This is an optimization exercise on Yosys and OpenROAD, whose aim is a short achievable clock period and few clock cycles, not a production implementation.
The RTL was checked by simulation tests, not by an equivalence proof against the original design.
The clock port is modelled as an ideal driver; clocking choices that lean on that would not hold on a real chip.
Power is estimated from default activity; no workload was simulated.

## mips_mc
module mips_mc #(parameter NRC = 3, parameter PCW = 12) (
  input clock,
  input reset,
  output [31:0] imem_addr,
  input [31:0] imem_data,
  output rf_we,
  output [2:0] rf_waddr,
  output [31:0] rf_wdata
);
  reg [PCW-1:0] pc_q;               
  reg [PCW-1:0] pcn_q;              
  wire [PCW-1:0] pc_i = ~pcn_q;
  reg        v_d;                   
  reg        vb_d;                  
  reg        btd_d;                 
  reg        isi_d, sub_d, wr_d;
  reg [2:0]  wa_d;
  reg [7:0]  sa_d, sb_d;            
  reg        swa_d, swb_d;          
  reg        depa_d;                
  reg        depbp_d, depbn_d;      
  reg        subr_d;                
  reg [15:0] imm_d;
  reg [PCW-1:0] pcp1_d;                
  reg [PCW-1:0] pcm1_d;                
  reg        jf_d;                  
  reg [PCW-1:0] jt_d;                  
  reg [NRC-1:0] rc_v;
  reg [PCW-1:0] rc_key [0:NRC-1];
  reg [PCW-1:0] rc_tgt [0:NRC-1];
  reg [1:0]  rc_ptr;
  reg        fill_e, fj_e;          
  reg [PCW-1:0] fkey_e;
  reg [PCW-1:0] jt_e;
  reg [31:0] a_e, b_e;
  reg        sub_e, we_e, vb_e;
  reg [2:0]  wa_e;
  reg [PCW-1:0] tgt_e;                 
  reg        we_w;
  reg [2:0]  wa_o;                  
  reg [31:0] wd_o;
  reg [7:0]  wen_w;                 
  reg [31:0] wd_w;
  reg [31:0] rf [0:7];
  wire [31:0] alu_e   = a_e + b_e + {31'd0, sub_e};
  wire        taken_e = vb_e & (a_e == b_e);
  reg [31:0] rfa_d, rfb_d;
  integer i;
  always @* begin
    rfa_d = {32{swa_d}} & wd_w;
    rfb_d = {32{swb_d}} & wd_w;
    for (i = 0; i < 8; i = i + 1) begin
      rfa_d = rfa_d | ({32{sa_d[i]}} & rf[i]);
      rfb_d = rfb_d | ({32{sb_d[i]}} & rf[i]);
    end
  end
  ...
Size: roughly 2,300 cells after synthesis, ~580 flip-flops, ~100 I/O pins, about 26,000 um2 of cells after synthesis.
export LEC_CHECK = 0
export ABC_CLOCK_PERIOD_IN_PS = 2500
export CAP_MARGIN = 20
export CORE_MARGIN = 2
export CORE_UTILIZATION = 40
export SLEW_MARGIN = 20
create_clock -name core_clock -period 9.0 [get_ports {clock}]
standard.sh (not shown) runs the stock make flow with config.mk's settings and CLKGATE_MAP_FILE= SYNTH_SCRIPT=/design/flow/synth_recipe.tcl, a recipe that flattens the netlist after the stock synthesis.
==> flow/flow/run.sh <==
#!/bin/bash
# The standard ORFS layout (the standard.sh), with these changes:
#  - repair_timing aims at a 2.5 ns period instead of stopping at 0 slack on
#    the 9 ns clock (SETUP_SLACK_MARGIN 6.5; the SDC is unchanged);
#  - synthesis leaves additions to ABC instead of mapping full/half-adder
#    cells (ADDER_MAP_FILE empty), and ABC and the resizer avoid the slow
#    3- and 4-high stacked OR/NOR gates, 4-input ANDs, maj3 and the delay
#    cells (added to DONT_USE_CELLS);
#  - clock tree sinks are clustered in groups of at most 20 within 100 um;
here=$(pwd)
base="sky130_fd_sc_hd__probe_p_8 sky130_fd_sc_hd__probec_p_8 sky130_fd_sc_hd__lpflow_bleeder_1 sky130_fd_sc_hd__lpflow_clkbufkapwr_1 sky130_fd_sc_hd__lpflow_clkbufkapwr_16 sky130_fd_sc_hd__lpflow_clkbufkapwr_2 sky130_fd_sc_hd__lpflow_clkbufkapwr_4 sky130_fd_sc_hd__lpflow_clkbufkapwr_8 sky130_fd_sc_hd__lpflow_clkinvkapwr_1 sky130_fd_sc_hd__lpflow_clkinvkapwr_16 sky130_fd_sc_hd__lpflow_clkinvkapwr_2 sky130_fd_sc_hd__lpflow_clkinvkapwr_4 sky130_fd_sc_hd__lpflow_clkinvkapwr_8 sky130_fd_sc_hd__lpflow_decapkapwr_12 sky130_fd_sc_hd__lpflow_decapkapwr_3 sky130_fd_sc_hd__lpflow_decapkapwr_4 sky130_fd_sc_hd__lpflow_decapkapwr_6 sky130_fd_sc_hd__lpflow_decapkapwr_8 sky130_fd_sc_hd__lpflow_inputiso0n_1 sky130_fd_sc_hd__lpflow_inputiso0p_1 sky130_fd_sc_hd__lpflow_inputiso1n_1 sky130_fd_sc_hd__lpflow_inputiso1p_1 sky130_fd_sc_hd__lpflow_inputisolatch_1 sky130_fd_sc_hd__lpflow_isobufsrc_1 sky130_fd_sc_hd__lpflow_isobufsrc_16 sky130_fd_sc_hd__lpflow_isobufsrc_2 sky130_fd_sc_hd__lpflow_isobufsrc_4 sky130_fd_sc_hd__lpflow_isobufsrc_8 sky130_fd_sc_hd__lpflow_isobufsrckapwr_16 sky130_fd_sc_hd__lpflow_lsbuf_lh_hl_isowell_tap_1 sky130_fd_sc_hd__lpflow_lsbuf_lh_hl_isowell_tap_2 sky130_fd_sc_hd__lpflow_lsbuf_lh_hl_isowell_tap_4 sky130_fd_sc_hd__lpflow_lsbuf_lh_isowell_4 sky130_fd_sc_hd__lpflow_lsbuf_lh_isowell_tap_1 sky130_fd_sc_hd__lpflow_lsbuf_lh_isowell_tap_2 sky130_fd_sc_hd__lpflow_lsbuf_lh_isowell_tap_4"
extra=""
for c in or4_1 or4_2 or4_4 or4b_1 or4b_2 or4b_4 or4bb_1 or4bb_2 or4bb_4 \
         nor4_1 nor4_2 nor4_4 nor4b_1 nor4b_2 nor4b_4 nor4bb_1 nor4bb_2 nor4bb_4 \
         o41a_1 o41a_2 o41a_4 o41ai_1 o41ai_2 o41ai_4 a41o_1 a41o_2 a41o_4 a41oi_1 a41oi_2 a41oi_4 \
         clkdlybuf4s15_1 clkdlybuf4s15_2 clkdlybuf4s18_1 clkdlybuf4s18_2 clkdlybuf4s25_1 clkdlybuf4s25_2 \
         clkdlybuf4s50_1 clkdlybuf4s50_2 dlygate4sd1_1 dlygate4sd2_1 dlygate4sd3_1 \
         dlymetal6s2s_1 dlymetal6s4s_1 dlymetal6s6s_1 \
         or3_1 or3_2 or3_4 or3b_1 or3b_2 or3b_4 nor3_1 nor3_2 nor3_4 nor3b_1 nor3b_2 nor3b_4 \
         maj3_1 maj3_2 maj3_4 \
         and4_1 and4_2 and4_4 and4b_1 and4b_2 and4b_4 and4bb_1 and4bb_2 and4bb_4; do
  extra="$extra sky130_fd_sc_hd__$c"
done
args=(SETUP_SLACK_MARGIN=6.5 ADDER_MAP_FILE= "DONT_USE_CELLS=$base$extra"
      CTS_CLUSTER_SIZE=20 CTS_CLUSTER_DIAMETER=100)
bash standard.sh "${args[@]}" cts > "$here/standard.log" 2>&1 || exit 1
odb=$(ls -d "$here"/orfs/results/*/*/*/4_cts.odb)
ODB="$odb" openroad -no_init -exit "$here/flow/clock_root.tcl" > "$here/clock_root.log" 2>&1 || exit 1
bash standard.sh "${args[@]}" finish >> "$here/standard.log" 2>&1
Other scripts of this flow, unchanged in this note and not shown: flow/flow/clock_root.tcl
Testbench counts at the start, summed over its fixed seeds: cycles 29,161.
Then changed:
--- a/flow/design.v
+++ b/flow/design.v
@@ -313,16 +313,17 @@
   reg        btd_d;                 
   reg        isi_d, sub_d, wr_d;
   reg [2:0]  wa_d;
   reg [7:0]  sa_d, sb_d;            
   reg        swa_d, swb_d;          
   reg        depa_d;                
   reg        depbp_d, depbn_d;      
   reg        subr_d;                
+  reg        zero_d, zero_e;        
   reg [15:0] imm_d;
   reg [PCW-1:0] pcp1_d;                
   reg [PCW-1:0] pcm1_d;                
   reg        jf_d;                  
   reg [PCW-1:0] jt_d;                  
   reg [NRC-1:0] rc_v;
   reg [PCW-1:0] rc_key [0:NRC-1];
   reg [PCW-1:0] rc_tgt [0:NRC-1];
@@ -336,46 +337,48 @@
   reg [PCW-1:0] tgt_e;                 
   reg        we_w;
   reg [2:0]  wa_o;                  
   reg [31:0] wd_o;
   reg [7:0]  wen_w;                 
   reg [31:0] wd_w;
   reg [31:0] rf [0:7];
   wire [31:0] alu_e   = a_e + b_e + {31'd0, sub_e};
+  wire [31:0] res_e   = zero_e ? 32'd0 : alu_e;
   wire        taken_e = vb_e & (a_e == b_e);
   reg [31:0] rfa_d, rfb_d;
   integer i;
   always @* begin
     rfa_d = {32{swa_d}} & wd_w;
     rfb_d = {32{swb_d}} & wd_w;
     for (i = 0; i < 8; i = i + 1) begin
       rfa_d = rfa_d | ({32{sa_d[i]}} & rf[i]);
       rfb_d = rfb_d | ({32{sb_d[i]}} & rf[i]);
     end
   end
   wire [31:0] sext_d = {{16{imm_d[15]}}, imm_d};
-  wire [31:0] opa_d = ({32{depa_d}} & alu_e) | rfa_d;
-  wire [31:0] opb_d = ({32{depbp_d}} & alu_e) | ({32{depbn_d}} & ~alu_e) |
+  wire [31:0] opa_d = ({32{depa_d & ~zero_e}} & alu_e) | rfa_d;
+  wire [31:0] opb_d = ({32{depbp_d & ~zero_e}} & alu_e) |
+                      ({32{depbn_d & ~zero_e}} & ~alu_e) | {32{depbn_d & zero_e}} |
                       (rfb_d ^ {32{subr_d}}) | ({32{isi_d}} & sext_d);
   wire        isi_f = imem_data[29];
   wire        isb_f = imem_data[28];
   wire        isj_f = imem_data[27];
   wire        isr_f = ~imem_data[29] & ~imem_data[28] & ~imem_data[27];
   wire [5:0]  fn_f  = imem_data[5:0];
   wire        fadd_f = (fn_f == 6'b100000);
   wire        fsub_f = (fn_f == 6'b100010);
   wire        zero_f = isr_f & ~fadd_f & ~fsub_f;    
   wire [2:0]  rs_f = imem_data[23:21];
   wire [2:0]  rt_f = imem_data[18:16];
   wire [2:0]  rd_f = imem_data[13:11];
   wire        same_f = (rs_f == rt_f);
   wire        bt_f  = isb_f & same_f;                
-  wire        ua_f = ~zero_f;                        
-  wire        ub_f = ~zero_f & ~isi_f;               
+  wire        ua_f = 1'b1;                           
+  wire        ub_f = ~isi_f;                         
   wire        wa_hit_f = we_e & (wa_e == rs_f);
   wire        wb_hit_f = we_e & (wa_e == rt_f);
   wire        wr_now_d = v_d & wr_d;
   wire        ea_hit_f = wr_now_d & (wa_d == rs_f);
   wire        eb_hit_f = wr_now_d & (wa_d == rt_f);
   wire [PCW-1:0] pcp1_f = pc_i + 1'b1;
   wire [NRC-1:0] rc_hit;
   genvar g;
@@ -442,16 +445,18 @@
   end
   always @(posedge clock) begin
     for (k = 0; k < 8; k = k + 1) begin
       sa_d[k] <= ua_f & ~ea_hit_f & ~wa_hit_f & (rs_f == k);
       sb_d[k] <= ub_f & ~eb_hit_f & ~wb_hit_f & (rt_f == k);
     end
     isi_d  <= isi_f;
     sub_d  <= isr_f & fsub_f;
+    zero_d <= zero_f;
+    zero_e <= zero_d;
     wa_d   <= isr_f ? rd_f : rt_f;
     swa_d  <= ua_f & ~ea_hit_f & wa_hit_f;
     swb_d  <= ub_f & ~eb_hit_f & wb_hit_f;
     depa_d <= ua_f & ea_hit_f;
     depbp_d <= ub_f & eb_hit_f & ~(isr_f & fsub_f);
     depbn_d <= ub_f & eb_hit_f & (isr_f & fsub_f);
     subr_d <= isr_f & fsub_f & ~eb_hit_f;
     sub_e <= sub_d;
@@ -464,13 +469,13 @@
     jt_e   <= jt_d;
     if (fill_e) begin
       rc_key[rc_ptr] <= fkey_e;
       rc_tgt[rc_ptr] <= rc_ft;
     end
     a_e   <= opa_d;
     b_e   <= opb_d;
     tgt_e <= tgt_d;
-    wd_w  <= alu_e;
+    wd_w  <= res_e;
     wa_o  <= wa_e;
-    wd_o  <= alu_e;
+    wd_o  <= res_e;
   end
 endmodule
Outcome:
- register-to-register slack got worse by 20 ps
- non-clock buffer count increases by 32
- wire length decreases by 2.7%
- cell area barely changes
- first-iteration DRC count increases by 16%
- synthesized area decreases by 1.1%
- sequential power hardly moves
- final cell count barely changes
- die area decreases by about 1%
- synthesized cell count decreases by 0.98%
- power decreases by about 0.8%
Testbench counts after the change, summed over its fixed seeds: cycles 29,161.

-- port drivers added, routing unchanged --
No port has a modelled driver above. Below, the same layouts with a new extraction and two added sets of constraints.
Step 1 sets driving cells, clkbuf_16 on the clock port and buf_2 on the other inputs (assumed; they add their load-dependent delay and slew).
Step 2, shift: input delay + t, output delay - t, t = (earliest + latest rising clock arrival at the registers) / 2. This alone moves slack from input paths to output paths.
Three values: no drivers, after step 1, after step 2; two values: the first two.
run | shift t [ns] | slack for setup (ns) | clock arrival spread, ns | worst register clock-pin slew, ns
the first run | 0.514 | 6.252 / 6.146 / 5.830 | 0.049 / 0.049 | 0.09 / 0.09
the second run | 0.498 | 6.240 / 6.120 / 5.953 | 0.034 / 0.034 | 0.09 / 0.09
After both steps every run listed still meets setup and hold. The setup slack of the first run, which loses most, moves by -0.106 ns with the drivers and by -0.422 ns with both steps.
